What follows belongs to an exercise in optimizing a design on an open flow for small area; a production flow would make more cautious choices.
In this exercise RTL edits were held to simulation tests only and were not proved equivalent to the original.

==> flow/design.v <==
module tree#(parameter NUM = 128, LEN = 16, LEVEL = $clog2(NUM) )(
    input  clk,
    input  [NUM*LEN-1:0] in,
    output [LEN-1:0] sum
    );
    localparam G   = 16;              
    localparam NG  = NUM / G;         
    localparam LAT = LEVEL;           
    wire [NG*LEN-1:0] gres;
    genvar g;
    for (g = 0; g < NG; g = g + 1) begin : g_grp
        prio_sel #(.N(G), .LEN(LEN)) u_sel (.in(in[g*G*LEN +: G*LEN]), .out(gres[g*LEN +: LEN]));
    end
    reg [NG*LEN-1:0] r1;
    always @(posedge clk)
        r1 <= gres;
    localparam NH = NG / 2;
    wire [2*LEN-1:0] hres;
    prio_sel #(.N(NH), .LEN(LEN)) u_lo (.in(r1[0 +: NH*LEN]), .out(hres[0 +: LEN]));
    prio_sel #(.N(NH), .LEN(LEN)) u_hi (.in(r1[NH*LEN +: NH*LEN]), .out(hres[LEN +: LEN]));
    reg [2*LEN-1:0] r2;
    always @(posedge clk)
        r2 <= hres;
    wire [LEN-1:0] res = r2[0] ? r2[0 +: LEN] : r2[LEN +: LEN];
    reg [(LAT-2)*LEN-1:0] pipe;
    always @(posedge clk)
        pipe <= {pipe[(LAT-3)*LEN-1:0], res};
    assign sum = pipe[(LAT-2)*LEN-1 -: LEN];
endmodule
module prio_sel#(parameter N = 16, LEN = 16)(
    input  [N*LEN-1:0] in,
    output [LEN-1:0]   out
    );
    localparam NT = (N + 1) / 2;      
    wire [N-1:0] f;
    wire [N-1:0] np;                  
    genvar i, b;
    for (i = 0; i < N; i = i + 1) begin : g_flag
        assign f[i] = in[i*LEN];
    end
    onehot_n #(.N(N)) u_oh (.f(f), .np(np));
    or_tree #(.N(N)) u_any (.x(f), .y(out[0]));
    for (b = 1; b < LEN; b = b + 1) begin : g_bit
        wire [N-1:0] w;
        wire [NT-1:0] t;              
        for (i = 0; i < N; i = i + 1) begin : g_w
            assign w[i] = in[i*LEN+b];
        end
        for (i = 0; i < NT; i = i + 1) begin : g_t
            if (2*i+1 < N) begin : g_2
                oai22 u_oa (.a0(np[2*i]), .b0(w[2*i]), .a1(np[2*i+1]), .b1(w[2*i+1]), .y(t[i]));
            end else begin : g_1
                nor2 u_oa (.a(np[2*i]), .b(w[2*i]), .y(t[i]));
            end
        end
        nor_tree #(.N(NT)) u_and (.x(t), .y(out[b]));
    end
endmodule
module onehot_n#(parameter N = 16)(
    input  [N-1:0] f,
    output [N-1:0] np
    );
    wire [N-1:0] e;                   
    genvar i;
    for (i = 1; i < N; i = i + 1) begin : g_e
        assign e[i] = ~|f[i-1:0];
    end
    assign np[0] = ~f[0];
    for (i = 1; i < N-1; i = i + 1) begin : g_p
        nand2 u_p (.a(f[i]), .b(e[i]), .y(np[i]));
    end
    assign np[N-1] = ~e[N-1];
endmodule
module or_tree#(parameter N = 16)(
    input  [N-1:0] x,
    output         y
    );
    assign y = |x;
endmodule
module nor_tree#(parameter N = 8)(
    input  [N-1:0] x,
    output         y
    );
    localparam M = (N + 1) / 2;
    wire [M-1:0] z;
    genvar i;
    for (i = 0; i < N/2; i = i + 1) begin : g_pair
        nor2 u_nor (.a(x[2*i]), .b(x[2*i+1]), .y(z[i]));
    end
    if (N % 2) begin : g_odd
        assign z[M-1] = ~x[N-1];
    end
    and_tree #(.N(M)) u_and (.x(z), .y(y));
endmodule
module and_tree#(parameter N = 4)(
    input  [N-1:0] x,
    output         y
    );
    assign y = &x;
endmodule
module oai22(
    input a0, b0, a1, b1,
    output y
    );
    assign y = ~((a0 | b0) & (a1 | b1));
endmodule
module nor2(
    input a, b,
    output y
    );
    assign y = ~(a | b);
endmodule
module nand2(
    input a, b,
    output y
    );
    assign y = ~(a & b);
endmodule
Settings: LEC_CHECK=0, CAP_MARGIN=20, CORE_AREA=10 10 550 230, DIE_AREA=0 0 560 240, GPL_TIMING_DRIVEN=0, PLACE_DENSITY=0.4, SETUP_SLACK_MARGIN=0.2, SLEW_MARGIN=20, SYNTH_HIERARCHICAL=1; clock period 2.0 ns.
standard.sh (not shown) runs the stock make flow with config.mk's settings and CLKGATE_MAP_FILE= SYNTH_SCRIPT=/design/flow/synth_recipe.tcl, a recipe that flattens the netlist after the stock synthesis.
==> flow/flow/run.sh <==
#!/bin/bash
# The standard layout, except that
# - the port buffers buffer_ports inserts during placement are the smallest
#   buffer (buf_1) instead of the one it picks itself,
# - the pin placer may put pins one routing track apart (instead of two), so
#   that the 2065 ports fit along a smaller die,
# - and flow/io.tcl gives each group of data pins its own stretch of the top or
#   bottom edge, the result pins the right edge and the clock pin the left.
set -euo pipefail
export BUFFER_PORTS_ARGS="-inputs -outputs -buffer_cell sky130_fd_sc_hd__buf_1"
export PLACE_PINS_ARGS="-min_distance 1 -min_distance_in_tracks"
export IO_CONSTRAINTS="$PWD/flow/io.tcl"
bash standard.sh finish > standard_flow.log 2>&1
==> flow/flow/io.tcl <==
# The clock pin alone on the left edge (met3).
place_pin -pin_name clk -layer met3 -location {0.4 120.02} -pin_size {0.8 0.3} -force_to_die_boundary
# Each stage-1 group of 16 words (256 pins) gets its own 130 um stretch of the
# bottom (groups 0-3) or top (groups 4-7) edge, so that its logic stays close
# together; the result pins go on the right edge.
for {set g 0} {$g < 8} {incr g} {
  set names {}
  for {set i [expr {$g * 256}]} {$i < [expr {($g + 1) * 256}]} {incr i} {
    lappend names "in\[$i\]"
  }
  set x0 [expr {20 + 130 * ($g % 4)}]
  set edge [expr {$g < 4 ? "bottom" : "top"}]
  set_io_pin_constraint -pin_names $names -region $edge:$x0-[expr {$x0 + 130}]
}
set names {}
for {set i 0} {$i < 16} {incr i} { lappend names "sum\[$i\]" }
set_io_pin_constraint -pin_names $names -region right:60-180
Then changed:
==> flow/flow/run.sh (replaced) <==
#!/bin/bash
# The standard layout, except that
# - the port buffers buffer_ports inserts during placement are the smallest
#   buffer (buf_1) instead of the one it picks itself,
# - the pin placer puts the data pins on the top and bottom edges only (met2),
#   one routing track apart, so that the 2065 ports fit along a smaller die,
# - and the clock pin sits alone on the left edge (flow/io.tcl).
set -euo pipefail
export BUFFER_PORTS_ARGS="-inputs -outputs -buffer_cell sky130_fd_sc_hd__buf_1"
export PLACE_PINS_ARGS="-min_distance 1 -min_distance_in_tracks -exclude left:* -exclude right:*"
export IO_CONSTRAINTS="$PWD/flow/io.tcl"
bash standard.sh finish > standard_flow.log 2>&1
==> flow/flow/io.tcl (replaced) <==
# The clock pin alone on the left edge (met3), away from the densely packed
# data pins on the top and bottom edges.
place_pin -pin_name clk -layer met3 -location {0.4 160.14} -pin_size {0.8 0.3} -force_to_die_boundary
CORE_AREA = 10 10 550 310   (was 10 10 550 230)
CTS_BUF_LIST = sky130_fd_sc_hd__clkbuf_4 sky130_fd_sc_hd__clkbuf_8   (was unset)
DIE_AREA = 0 0 560 320   (was 0 0 560 240)
GPL_TIMING_DRIVEN = unset   (was 0)
PLACE_DENSITY = unset   (was 0.4)
SETUP_SLACK_MARGIN = 0.1   (was 0.2)
The changed run went through all stages and came out clean.
Area after synthesis is unchanged.
Utilization falls by 4.5 points.
Clock skew rises by 0.060 ns.

## re-timing with driven ports
No port has a modelled driver above. Below, the same layouts with a new extraction and two added sets of constraints.
Step 1 (the two cells are an assumption about what drives the block):
set clk [get_ports {clk}]
set_driving_cell -lib_cell sky130_fd_sc_hd__clkbuf_16 $clk
set_driving_cell -lib_cell sky130_fd_sc_hd__buf_2 [delete_from_list [all_inputs] $clk]
Step 2 also shifts input and output timing later by t, the mid clock arrival at the registers, as if the neighbouring blocks saw the same clock.
a / b / c = ideal / step 1 / step 2; a / b = the first two.
run	shift t [ns]	setup slack, ns	hold slack, ns	slew at the worst register clock pin (ns)	pins driven straight from the clock port
the first run	0.597	0.099 / 0.099 / -0.493	0.106 / 0.125 / 0.324	0.08 / 0.08	1
the second run	0.728	0.144 / 0.122 / -0.606	0.091 / 0.115 / 0.317	0.09 / 0.09	1
With both steps, setup timing fails in the first run and the second run, where it was met with ideal ports. For the second run, which loses most, drivers alone change the setup slack by -0.022 ns; drivers and shift together by -0.750 ns.
